From an optimization exercise on the open Yosys and OpenROAD flow, aimed at small area; shortcuts taken in it are not production practice.
In this exercise RTL edits were held to simulation tests only and were not proved equivalent to the original.
The clock input has no modelled driver; a real chip could not lean on it and would need a root buffer or a full tree.
Power is estimated from default activity; no workload was simulated.

Setup of try-sierra:
==> flow/design.v <==
module Mips (
    input clock,
    input reset,
    output [9:0] imem_addr,
    input [31:0] imem_data,
    output [9:0] dmem_addr,
    output [31:0] dmem_wdata,
    output dmem_we,
    input [31:0] dmem_rdata
);
    reg [4:0] ph;
    wire [4:0] ph_inc = ph ^ {&ph[3:0], &ph[2:0], &ph[1:0], ph[0], 1'b1};
    wire last = &ph;
    wire first = ~|ph;
    always @(posedge clock or negedge reset)
        if (!reset) ph <= 5'd0;
        else ph <= ph_inc;
    reg init;
    always @(posedge clock or negedge reset)
        if (!reset) init <= 1'b1;
        else if (last) init <= 1'b0;
    wire [31:0] ins = imem_data;
    wire [5:0] op = ins[31:26];
    wire [5:0] fn = ins[5:0];
    wire [4:0] rs = ins[25:21];
    wire [4:0] rt = ins[20:16];
    wire [4:0] rd = ins[15:11];
    wire is_r   = (op == 6'h00);
    wire r_sll  = is_r & (fn == 6'h04);
    wire r_srl  = is_r & (fn == 6'h06);
    wire r_sra  = is_r & (fn == 6'h07);
    wire r_jr   = is_r & (fn == 6'h08);
    wire r_mult = is_r & (fn == 6'h18);
    wire r_addt = is_r & (fn[5:2] == 4'b1000);    
    wire r_logic = is_r & (fn[5:2] == 4'b1001);   
    wire i_j    = (op == 6'h02);
    wire i_br   = (op[5:2] == 4'b0001);           
    wire i_addt = (op[5:1] == 5'b00100);          
    wire i_logic = (op[5:2] == 4'b0011) & ~(op[1] & op[0]);  
    wire i_lw   = (op == 6'h23);
    wire i_sw   = (op == 6'h2b);
    wire use_imm = i_addt | i_logic | i_lw | i_sw;
    wire do_sub  = (r_addt & fn[1]) | i_br;
    wire trap    = (r_addt & ~fn[0]) | (i_addt & ~op[0]);
    wire is_add  = r_addt | i_addt;
    wire alu_wr  = r_addt | r_logic | i_addt | i_logic;
    wire [1:0] lsel = is_r ? fn[1:0] : op[1:0];
    wire shift   = r_sll | r_srl | r_sra;
    wire sb = ph[4] ? ins[15] : ins[ph[3:0]];
    reg cwe;           
    reg [4:0] crd;
    reg cA, cB, cS;    
    reg [4:0] X;       
    reg pend_sw;
    wire C;            
    wire [31:0] rout, rin;
    wire wbit = C & ~init;
    genvar r;
    generate
        for (r = 0; r < 32; r = r + 1) begin : g_rf
            reg [31:0] q;
            wire we = init | (cwe & (crd == r));
            assign rin[r] = we ? wbit : q[0];
            always @(posedge clock)
                q <= {rin[r], q[31:1]};
            assign rout[r] = q[0];
        end
    endgenerate
    wire a = rin[rs];
    wire b = rin[rt];
    wire op2 = use_imm ? sb : b;
    wire op2x = op2 ^ do_sub;
    reg cy;
    wire cin = first ? do_sub : cy;
    wire sum = a ^ op2x ^ cin;
    wire cout = (a & op2x) | (a & cin) | (op2x & cin);
    always @(posedge clock) cy <= cout;
    reg lo;
    always @(*)
        case (lsel)
            2'b00: lo = a & op2;
            2'b01: lo = a | op2;
            2'b10: lo = a ^ op2;
            default: lo = ~(a | op2);
        endcase
    wire alu_out = is_add ? sum : lo;
    wire V = alu_wr ? alu_out : b;
    reg neq;
    always @(posedge clock) neq <= (~first & neq) | (a ^ b);
    wire eq = ~(neq | (a ^ b));
    wire lt = a ^ op2x ^ cout;
    wire taken = (op[1:0] == 2'b00) ? eq :
                 (op[1:0] == 2'b01) ? ~eq :
                 (op[1:0] == 2'b10) ? (lt | eq) : ~(lt | eq);
    wire ovf = (a == op2x) & (sum != a);
    reg [9:0] PC;
    reg [9:0] DA;
    wire [10:0] pck;
    assign pck[0] = 1'b1;
    genvar gp;
    generate
        for (gp = 0; gp < 10; gp = gp + 1) begin : g_pcinc
            assign pck[gp+1] = pck[gp] & PC[gp];
        end
    endgenerate
    wire [9:0] pc_inc = PC ^ pck[9:0];
    wire px = i_br & PC[ph[3:0]];
    reg tc;
    wire tcin = first ? i_br : tc;
    wire tbit = px ^ sb ^ tcin;
    always @(posedge clock) tc <= (px & sb) | (px & tcin) | (sb & tcin);
    wire win_lo = (ph < 5'd10);
    wire win_hi = (ph >= 5'd2) & (ph < 5'd12);
    wire da_en = (win_lo & (i_br | i_j | shift)) | (win_hi & (r_jr | i_lw | i_sw));
    wire din = (i_br | i_j) ? tbit : (i_lw | i_sw) ? sum : a;
    always @(posedge clock)
        if (da_en) DA <= {din, DA[9:1]};
    wire redirect = i_j | r_jr | (i_br & taken);
    always @(posedge clock or negedge reset)
        if (!reset) PC <= 10'd0;
        else if (last) PC <= redirect ? DA : pc_inc;
    reg [31:0] RD;
    always @(posedge clock)
        if (last & i_lw) RD <= dmem_rdata;
        else RD <= {V, RD[31:1]};
    always @(posedge clock or negedge reset)
        if (!reset) begin
            cwe <= 1'b0;
            pend_sw <= 1'b0;
        end else if (last) begin
            cwe <= (alu_wr & ~(trap & ovf)) | i_lw | r_mult | shift;
            pend_sw <= i_sw;
        end
    always @(posedge clock)
        if (last) begin
            crd <= is_r ? rd : rt;
            cA <= r_mult | r_sll;
            cB <= r_srl | r_sra;
            cS <= r_sll | r_sra;
            X <= r_mult ? rs : DA[4:0];
        end
    wire u = cS ? (ph == X) : rout[X];
    wire v = RD[0];
    reg [15:0] MA, MB, R;
    reg [15:0] MAn, MBn, xr, yr;
    integer m;
    always @(*)
        for (m = 0; m < 16; m = m + 1) begin
            MAn[m] = (ph == m) ? u : MA[m];
            MBn[m] = (ph == m) ? v : MB[m];
            xr[m] = u & MB[m];
            yr[m] = v & MAn[m];
        end
    wire [15:0] ms = R ^ xr ^ yr;
    wire [15:0] mc = (R & xr) | (R & yr) | (xr & yr);
    wire [16:0] tot;
    wire [16:0] mk;
    assign tot[0] = ms[0];
    assign mk[1] = 1'b0;
    genvar gi;
    generate
        for (gi = 1; gi < 16; gi = gi + 1) begin : g_mrip
            assign tot[gi] = ms[gi] ^ mc[gi-1] ^ mk[gi];
            assign mk[gi+1] = (ms[gi] & mc[gi-1]) | (ms[gi] & mk[gi]) | (mc[gi-1] & mk[gi]);
        end
    endgenerate
    assign tot[16] = mc[15] ^ mk[16];
    always @(posedge clock) begin
        MA <= last ? 16'd0 : MAn;
        MB <= last ? 16'd0 : MBn;
        R <= last ? 16'd0 : tot[16:1];
    end
    wire mul_out = tot[0];
    wire inrange = (ph <= ~X);
    reg Cprev;
    wire sh_out = inrange ? RD[X] : (cS & Cprev);
    assign C = cA ? mul_out : cB ? sh_out : RD[0];
    always @(posedge clock) Cprev <= C;
    assign imem_addr = PC;
    assign dmem_addr = DA;
    assign dmem_wdata = RD;
    assign dmem_we = pend_sw & first;
endmodule
Settings: LEC_CHECK=0, CAP_MARGIN=20, CORE_MARGIN=2, CORE_UTILIZATION=60, SLEW_MARGIN=20; clock period 15.0 ns.
standard.sh (not shown) runs the stock make flow with config.mk's settings and CLKGATE_MAP_FILE= SYNTH_SCRIPT=/design/flow/synth_recipe.tcl, a recipe that flattens the netlist after the stock synthesis.
==> flow/flow/run.sh <==
#!/bin/bash
# Own layout flow: the standard ORFS flow (standard.sh) with
#  - the standard synthesis script, except that Yosys extracts only full
#    adders (no half adders) and ABC maps with an area-oriented script
#    (flow/area.abc);
#    registers, their names and cells are those of the standard synthesis;
#  - port buffers of the smallest buffer cell;
#  - CTS without dummy loads, with larger sink clusters, and lightly loaded
#    leaf clock buffers downsized afterwards, and the two lowest levels of
#    clock buffers turned into inverters (flow/post_cts.tcl).
# Every tool's output goes to the ORFS logs under orfs/logs and to own_flow.log.
set -euo pipefail
HERE=$(pwd)
S=$FLOW_HOME/scripts/synth.tcl
sed -e 's|^  extract_fa {\*}\[dont_use_extract_fa_args\]$|  extract_fa -fa|' \
    -e "s|^  log_cmd abc {\*}\$abc_args\$|  set abc_args [lreplace \$abc_args 1 1 $HERE/flow/area.abc]\n  log_cmd abc {*}\$abc_args|" \
    "$S" > own_synth.tcl
grep -q '^  extract_fa -fa$' own_synth.tcl
grep -q 'flow/area.abc' own_synth.tcl
sed "s|source \$::env(SCRIPTS_DIR)/synth.tcl|source $HERE/own_synth.tcl|" synth_recipe.tcl > own_synth_recipe.tcl
grep -q own_synth.tcl own_synth_recipe.tcl
sed "s|SYNTH_SCRIPT=[^ ]*|SYNTH_SCRIPT=$HERE/own_synth_recipe.tcl|" standard.sh > own_standard.sh
grep -q own_synth_recipe.tcl own_standard.sh
export BUFFER_PORTS_ARGS="-buffer_cell sky130_fd_sc_hd__buf_1"
export CTS_ARGS="-sink_clustering_enable -repair_clock_nets -sink_clustering_size 32 -sink_clustering_max_diameter 60 -buf_list sky130_fd_sc_hd__clkbuf_16 -dont_use_dummy_load"
export POST_CTS_TCL=$HERE/flow/post_cts.tcl
bash own_standard.sh > own_flow.log 2>&1
==> flow/flow/post_cts.tcl <==
set slew_limit 0.095
proc leaf_worst_slew { loads } {
  estimate_parasitics -placement
  set worst 0.0
  foreach p $loads {
    set s [get_property $p slew_max]
    if { $s > $worst } { set worst $s }
  }
  return $worst
}
set saved 0
foreach inst [get_cells -hierarchical clkbuf_leaf_*] {
  if { [get_property $inst ref_name] ne "sky130_fd_sc_hd__clkbuf_16" } { continue }
  set out [get_pins -of_objects $inst -filter "direction == output"]
  set loads [get_pins -of_objects [get_nets -of_objects $out] -filter "direction == input"]
  foreach cand { sky130_fd_sc_hd__clkbuf_4 sky130_fd_sc_hd__clkbuf_8 } {
    replace_cell $inst $cand
    set w [leaf_worst_slew $loads]
    if { $w <= $slew_limit } {
      puts "post_cts: [get_full_name $inst] ([llength $loads] sinks) -> $cand, slew [format %.3f $w] ns"
      incr saved
      break
    }
    replace_cell $inst sky130_fd_sc_hd__clkbuf_16
  }
}
# Then the buffers above the leaves, as long as no flip-flop clock pin gets
# a slower estimated slew than the worst one the leaves already have.
set all_loads {}
foreach inst [get_cells -hierarchical clkbuf_leaf_*] {
  set out [get_pins -of_objects $inst -filter "direction == output"]
  foreach p [get_pins -of_objects [get_nets -of_objects $out] -filter "direction == input"] { lappend all_loads $p }
}
set base [leaf_worst_slew $all_loads]
foreach inst [get_cells -hierarchical clkbuf_*] {
  set name [get_full_name $inst]
  if { [string match clkbuf_leaf_* $name] } { continue }
  if { [get_property $inst ref_name] ne "sky130_fd_sc_hd__clkbuf_16" } { continue }
  replace_cell $inst sky130_fd_sc_hd__clkbuf_8
  set w [leaf_worst_slew $all_loads]
  if { $w <= $base + 0.002 } {
    puts "post_cts: $name -> sky130_fd_sc_hd__clkbuf_8, worst sink slew [format %.3f $w] ns"
    incr saved
  } else {
    replace_cell $inst sky130_fd_sc_hd__clkbuf_16
  }
}
puts "post_cts: downsized $saved clock buffers"

# Turn each clock buffer whose loads are all leaf clock buffers, and those
# leaves, into inverters of the same drive: every flip-flop still sees an
# even number of inversions.
proc sink_slews { } {
  estimate_parasitics -placement
  set worst 0.0
  foreach inst [get_cells -hierarchical clkbuf_leaf_*] {
    set out [get_pins -of_objects $inst -filter "direction == output"]
    foreach p [get_pins -of_objects [get_nets -of_objects $out] -filter "direction == input"] {
      set s [get_property $p slew_max]
      if { $s > $worst } { set worst $s }
    }
  }
  return $worst
}
proc to_inverter { name } {
  set block [ord::get_db_block]
  set inst [$block findInst $name]
  set m [[$inst getMaster] getName]
  set inv [string map {clkbuf_ inv_} $m]
  if {![string match clkbuf_leaf_* $name]} { set inv sky130_fd_sc_hd__inv_16 }
  set master [[ord::get_db] findMaster $inv]
  set loc [$inst getLocation]
  set orient [$inst getOrient]
  set status [$inst getPlacementStatus]
  set in_net [[$inst findITerm A] getNet]
  set out_net [[$inst findITerm X] getNet]
  odb::dbInst_destroy $inst
  set new [odb::dbInst_create $block $master $name]
  [$new findITerm A] connect $in_net
  [$new findITerm Y] connect $out_net
  $new setOrient $orient
  $new setLocation [lindex $loc 0] [lindex $loc 1]
  $new setPlacementStatus $status
  return "$m -> $inv"
}
set groups {}
foreach inst [get_cells -hierarchical clkbuf_*] {
  set name [get_full_name $inst]
  if { [string match clkbuf_leaf_* $name] } { continue }
  set out [get_pins -of_objects $inst -filter "direction == output"]
  set loads [get_pins -of_objects [get_nets -of_objects $out] -filter "direction == input"]
  set leaves {}
  set ok 1
  foreach p $loads {
    set li [get_full_name [get_cells -of_objects $p]]
    if { ![string match clkbuf_leaf_* $li] } { set ok 0 }
    lappend leaves $li
  }
  if { $ok } { lappend groups [list $name $leaves] }
}
set n 0
foreach g $groups {
  puts "invert: [lindex $g 0] [to_inverter [lindex $g 0]]"
  foreach l [lindex $g 1] { puts "invert: $l [to_inverter $l]"; incr n }
}
global_connect
puts "post_cts: $n leaf clock buffers made inverters, worst estimated sink slew [format %.3f [sink_slews]] ns"
estimate_parasitics -placement

# Finally give each leaf inverter the smallest size that keeps its sinks'
# estimated slew within slew_limit (or the slew it has now, if larger).
set resized 0
foreach inst [get_cells -hierarchical clkbuf_leaf_*] {
  set m [get_property $inst ref_name]
  if { ![string match sky130_fd_sc_hd__inv_* $m] } { continue }
  set out [get_pins -of_objects $inst -filter "direction == output"]
  set loads [get_pins -of_objects [get_nets -of_objects $out] -filter "direction == input"]
  set now [leaf_worst_slew $loads]
  set lim [expr { max($slew_limit, $now) }]
  foreach cand { sky130_fd_sc_hd__inv_2 sky130_fd_sc_hd__inv_4 sky130_fd_sc_hd__inv_6 sky130_fd_sc_hd__inv_8 sky130_fd_sc_hd__inv_12 sky130_fd_sc_hd__inv_16 } {
    if { $cand eq $m } { break }
    replace_cell $inst $cand
    set w [leaf_worst_slew $loads]
    if { $w <= $lim && [sink_slews] <= [expr { max(0.120, $now) }] } {
      puts "post_cts: [get_full_name $inst] $m -> $cand, slew [format %.3f $w] ns"
      incr resized
      break
    }
    replace_cell $inst $m
  }
}
estimate_parasitics -placement
puts "post_cts: resized $resized leaf inverters, worst estimated sink slew [format %.3f [sink_slews]] ns"
Other scripts of this flow, unchanged in this note and not shown: flow/flow/area.abc
Input-level comparison between try-delta and try-sierra:
-- flow/flow/run.sh --
<<< try-sierra, line 23
grep -q own_synth_recipe.tcl own_standard.sh
export BUFFER_PORTS_ARGS="-buffer_cell sky130_fd_sc_hd__buf_1"
export CTS_ARGS="-sink_clustering_enable -repair_clock_nets -sink_clustering_size 32 -sink_clustering_max_diameter 60 -buf_list sky130_fd_sc_hd__clkbuf_16 -dont_use_dummy_load"
export POST_CTS_TCL=$HERE/flow/post_cts.tcl
bash own_standard.sh > own_flow.log 2>&1
>>> try-delta, line 23
grep -q own_synth_recipe.tcl own_standard.sh
export BUFFER_PORTS_ARGS="-buffer_cell sky130_fd_sc_hd__buf_1"
export CTS_ARGS="-sink_clustering_enable -repair_clock_nets -sink_clustering_size 36 -sink_clustering_max_diameter 60 -buf_list sky130_fd_sc_hd__clkbuf_16 -dont_use_dummy_load"
export POST_CTS_TCL=$HERE/flow/post_cts.tcl
bash own_standard.sh > own_flow.log 2>&1
Results
- try-delta: all stages complete, timing, DRC and antenna checks passed
- try-sierra finished all stages; the layout is clean.
- try-delta reports a lower relative contribution of the clock network to total power than try-sierra does.
- Compared with try-sierra, in try-delta via count of the first global-routing pass barely changed, power share of the combinational group level, via count saw little to no change.
- [compare] base=try-sierra new=try-delta: first-pass GRT wire length level, cell area held steady, maximum frequency level, total power lower, detailed-routing wirelength on met1 -about 0.4%.
#### Input delta (try-nickel over try-delta)
-- flow/flow/run.sh --
<<< try-delta, line 23
grep -q own_synth_recipe.tcl own_standard.sh
export BUFFER_PORTS_ARGS="-buffer_cell sky130_fd_sc_hd__buf_1"
export CTS_ARGS="-sink_clustering_enable -repair_clock_nets -sink_clustering_size 36 -sink_clustering_max_diameter 60 -buf_list sky130_fd_sc_hd__clkbuf_16 -dont_use_dummy_load"
export POST_CTS_TCL=$HERE/flow/post_cts.tcl
bash own_standard.sh > own_flow.log 2>&1
>>> try-nickel, line 23
grep -q own_synth_recipe.tcl own_standard.sh
export BUFFER_PORTS_ARGS="-buffer_cell sky130_fd_sc_hd__buf_1"
export CTS_ARGS="-sink_clustering_enable -repair_clock_nets -sink_clustering_size 36 -sink_clustering_max_diameter 50 -buf_list sky130_fd_sc_hd__clkbuf_16 -dont_use_dummy_load"
export POST_CTS_TCL=$HERE/flow/post_cts.tcl
bash own_standard.sh > own_flow.log 2>&1
Notes after the runs:
Clock skew, try-nickel and try-delta, lower one = try-delta. Diff try-delta -> try-nickel: total power shows an increase of 100 µW; final cell count climbed 11; peak fanout along the critical path about even. When try-nickel is measured against try-delta, its met3 wire length turns out 8.1% lower.
Modified inputs, try-fjord compared to try-nickel
- SLEW_MARGIN: 20 -> 0
- CAP_MARGIN: 20 -> 0
-- flow/flow/run.sh --
<<< try-nickel, line 23
grep -q own_synth_recipe.tcl own_standard.sh
export BUFFER_PORTS_ARGS="-buffer_cell sky130_fd_sc_hd__buf_1"
export CTS_ARGS="-sink_clustering_enable -repair_clock_nets -sink_clustering_size 36 -sink_clustering_max_diameter 50 -buf_list sky130_fd_sc_hd__clkbuf_16 -dont_use_dummy_load"
export POST_CTS_TCL=$HERE/flow/post_cts.tcl
bash own_standard.sh > own_flow.log 2>&1
>>> try-fjord, line 23
grep -q own_synth_recipe.tcl own_standard.sh
export BUFFER_PORTS_ARGS="-buffer_cell sky130_fd_sc_hd__buf_1"
export CTS_ARGS="-sink_clustering_enable -repair_clock_nets -sink_clustering_size 36 -sink_clustering_max_diameter 60 -buf_list sky130_fd_sc_hd__clkbuf_16 -dont_use_dummy_load"
export POST_CTS_TCL=$HERE/flow/post_cts.tcl
bash own_standard.sh > own_flow.log 2>&1
## What came out
Per the comparison of try-fjord with try-nickel, synthesized netlist net count level, cell count went down by about 0.45%.
[compare] base=try-nickel new=try-fjord: power of the sequential group saw little to no change; relative contribution of the clock network to total power saw a decrease; insertion delay of the later-clocked pin in the worst-skew pair now sits lower; sum of met2 wire segment lengths after detailed routing decreased 1.9%; sequential portion of the cell area saw an increase.
#### Input delta (try-quartz over try-fjord)
- SLEW_MARGIN: 0 -> 20
- CAP_MARGIN: 0 -> 20
-- flow/flow/post_cts.tcl --
<<< try-fjord, line 107
puts "post_cts: $n leaf clock buffers made inverters, worst estimated sink slew [format %.3f [sink_slews]] ns"
estimate_parasitics -placement

# Finally give each leaf inverter the smallest size that keeps its sinks'
# estimated slew within slew_limit (or the slew it has now, if larger).
set resized 0
foreach inst [get_cells -hierarchical clkbuf_leaf_*] {
  set m [get_property $inst ref_name]
  if { ![string match sky130_fd_sc_hd__inv_* $m] } { continue }
  set out [get_pins -of_objects $inst -filter "direction == output"]
  set loads [get_pins -of_objects [get_nets -of_objects $out] -filter "direction == input"]
  set now [leaf_worst_slew $loads]
  set lim [expr { max($slew_limit, $now) }]
  foreach cand { sky130_fd_sc_hd__inv_2 sky130_fd_sc_hd__inv_4 sky130_fd_sc_hd__inv_6 sky130_fd_sc_hd__inv_8 sky130_fd_sc_hd__inv_12 sky130_fd_sc_hd__inv_16 } {
    if { $cand eq $m } { break }
    replace_cell $inst $cand
    set w [leaf_worst_slew $loads]
    if { $w <= $lim && [sink_slews] <= [expr { max(0.120, $now) }] } {
      puts "post_cts: [get_full_name $inst] $m -> $cand, slew [format %.3f $w] ns"
      incr resized
      break
    }
    replace_cell $inst $m
  }
}
estimate_parasitics -placement
puts "post_cts: resized $resized leaf inverters, worst estimated sink slew [format %.3f [sink_slews]] ns"
>>> try-quartz, line 107
puts "post_cts: $n leaf clock buffers made inverters, worst estimated sink slew [format %.3f [sink_slews]] ns"
estimate_parasitics -placement
==> run summary <==
try-fjord → try-quartz: period utilization fell by 4.5 points, share of the core filled with cells in the final layout shows no meaningful change, final-layout fill cell count was more or less identical, met3 layer wire length in the routed design went up by 4.6%.
Compared to try-fjord, try-quartz shows a wider setup margin.
Diff try-quartz and try-fjord: total power consumption of the routed design lower in try-fjord
Between try-quartz and try-fjord, the global-route usage does not differ in any meaningful way.
On final design instance area without fill, try-quartz and try-fjord are neck and neck.
In the flow results for try-quartz and try-fjord, the worst-case headroom to the max-slew limit is smaller on try-fjord.
Inputs modified between try-quartz and try-juniper:
-- flow/flow/run.sh --
<<< try-quartz, line 7
#  - port buffers of the smallest buffer cell;
#  - CTS without dummy loads, with larger sink clusters, and lightly loaded
#    leaf clock buffers downsized afterwards, and the two lowest levels of
#    clock buffers turned into inverters (flow/post_cts.tcl).
# Every tool's output goes to the ORFS logs under orfs/logs and to own_flow.log.
set -euo pipefail
>>> try-juniper, line 7
#  - port buffers of the smallest buffer cell;
#  - CTS without dummy loads, with larger sink clusters, and lightly loaded
#    leaf clock buffers downsized afterwards (flow/post_cts.tcl).
# Every tool's output goes to the ORFS logs under orfs/logs and to own_flow.log.
set -euo pipefail
==> flow/flow/post_cts.tcl <==
set slew_limit 0.095
proc leaf_worst_slew { loads } {
  estimate_parasitics -placement
  set worst 0.0
  foreach p $loads {
    set s [get_property $p slew_max]
    if { $s > $worst } { set worst $s }
  }
  return $worst
}
set saved 0
foreach inst [get_cells -hierarchical clkbuf_leaf_*] {
  if { [get_property $inst ref_name] ne "sky130_fd_sc_hd__clkbuf_16" } { continue }
  set out [get_pins -of_objects $inst -filter "direction == output"]
  set loads [get_pins -of_objects [get_nets -of_objects $out] -filter "direction == input"]
  foreach cand { sky130_fd_sc_hd__clkbuf_4 sky130_fd_sc_hd__clkbuf_8 } {
    replace_cell $inst $cand
    set w [leaf_worst_slew $loads]
    if { $w <= $slew_limit } {
      puts "post_cts: [get_full_name $inst] ([llength $loads] sinks) -> $cand, slew [format %.3f $w] ns"
      incr saved
      break
    }
    replace_cell $inst sky130_fd_sc_hd__clkbuf_16
  }
}
# Then the buffers above the leaves, as long as no flip-flop clock pin gets
# a slower estimated slew than the worst one the leaves already have.
set all_loads {}
foreach inst [get_cells -hierarchical clkbuf_leaf_*] {
  set out [get_pins -of_objects $inst -filter "direction == output"]
  foreach p [get_pins -of_objects [get_nets -of_objects $out] -filter "direction == input"] { lappend all_loads $p }
}
set base [leaf_worst_slew $all_loads]
foreach inst [get_cells -hierarchical clkbuf_*] {
  set name [get_full_name $inst]
  if { [string match clkbuf_leaf_* $name] } { continue }
  if { [get_property $inst ref_name] ne "sky130_fd_sc_hd__clkbuf_16" } { continue }
  replace_cell $inst sky130_fd_sc_hd__clkbuf_8
  set w [leaf_worst_slew $all_loads]
  if { $w <= $base + 0.002 } {
    puts "post_cts: $name -> sky130_fd_sc_hd__clkbuf_8, worst sink slew [format %.3f $w] ns"
    incr saved
  } else {
    replace_cell $inst sky130_fd_sc_hd__clkbuf_16
  }
}
estimate_parasitics -placement
puts "post_cts: downsized $saved clock buffers"
==> comparison <==
When the final numbers for try-juniper and try-quartz were put side by side, the met3 wire length turned out to be greater in try-juniper.
Delta(later-pin clock latency in the skew report, try-juniper - try-quartz) > 0
try-quartz tops out at a higher clock frequency than try-juniper.
Combinational share of power: try-juniper vs try-quartz, no meaningful difference
In the tables for try-juniper and try-quartz, cell area reads higher with try-juniper.
Wire length of the first global-routing pass essentially unchanged between try-quartz and try-juniper.
Delta (try-juniper minus try-quartz): compound-gate portion of the synthesized area ~0 delta, met2 track demand over resource stayed essentially flat, met1 usage essentially unchanged.
The clock cells of try-sierra, try-delta, try-nickel, try-fjord and try-quartz come from the design's own scripts or RTL, not from TritonCTS.

==> afterwards: timing with drivers on the ports <==
Ports are ideal in the flow. The routed layouts listed here were re-timed in OpenROAD. Step 1 assumes that a clkbuf_16 drives the clock port and a buf_2 every other input. Step 2 times the ports against the registers' clock, not the clock port: input delays grow and output delays shrink by t, the midpoint of the rising clock arrivals with the driver on. Slacks: no drivers / after step 1 / after step 2; pairs: no drivers / after step 1.
run | shift t [ns] | slack for setup (ns) | worst data-port slew with drivers (ns)
try-sierra | 0.709 | 5.111 / 5.111 / 5.111 | 0.10
try-delta | 0.707 | 5.091 / 5.091 / 5.091 | 0.09
try-nickel | 0.724 | 5.143 / 5.143 / 5.143 | 0.09
try-fjord | 0.708 | 4.412 / 4.412 / 4.412 | 0.09
try-quartz | 0.710 | 5.084 / 5.083 / 5.083 | 0.09
try-juniper | 0.731 | 4.945 / 4.945 / 4.945 | 0.09
After both steps every run listed still meets setup and hold. The setup slack of try-quartz, which loses most, moves by -0.001 ns with the drivers and by -0.001 ns with both steps.
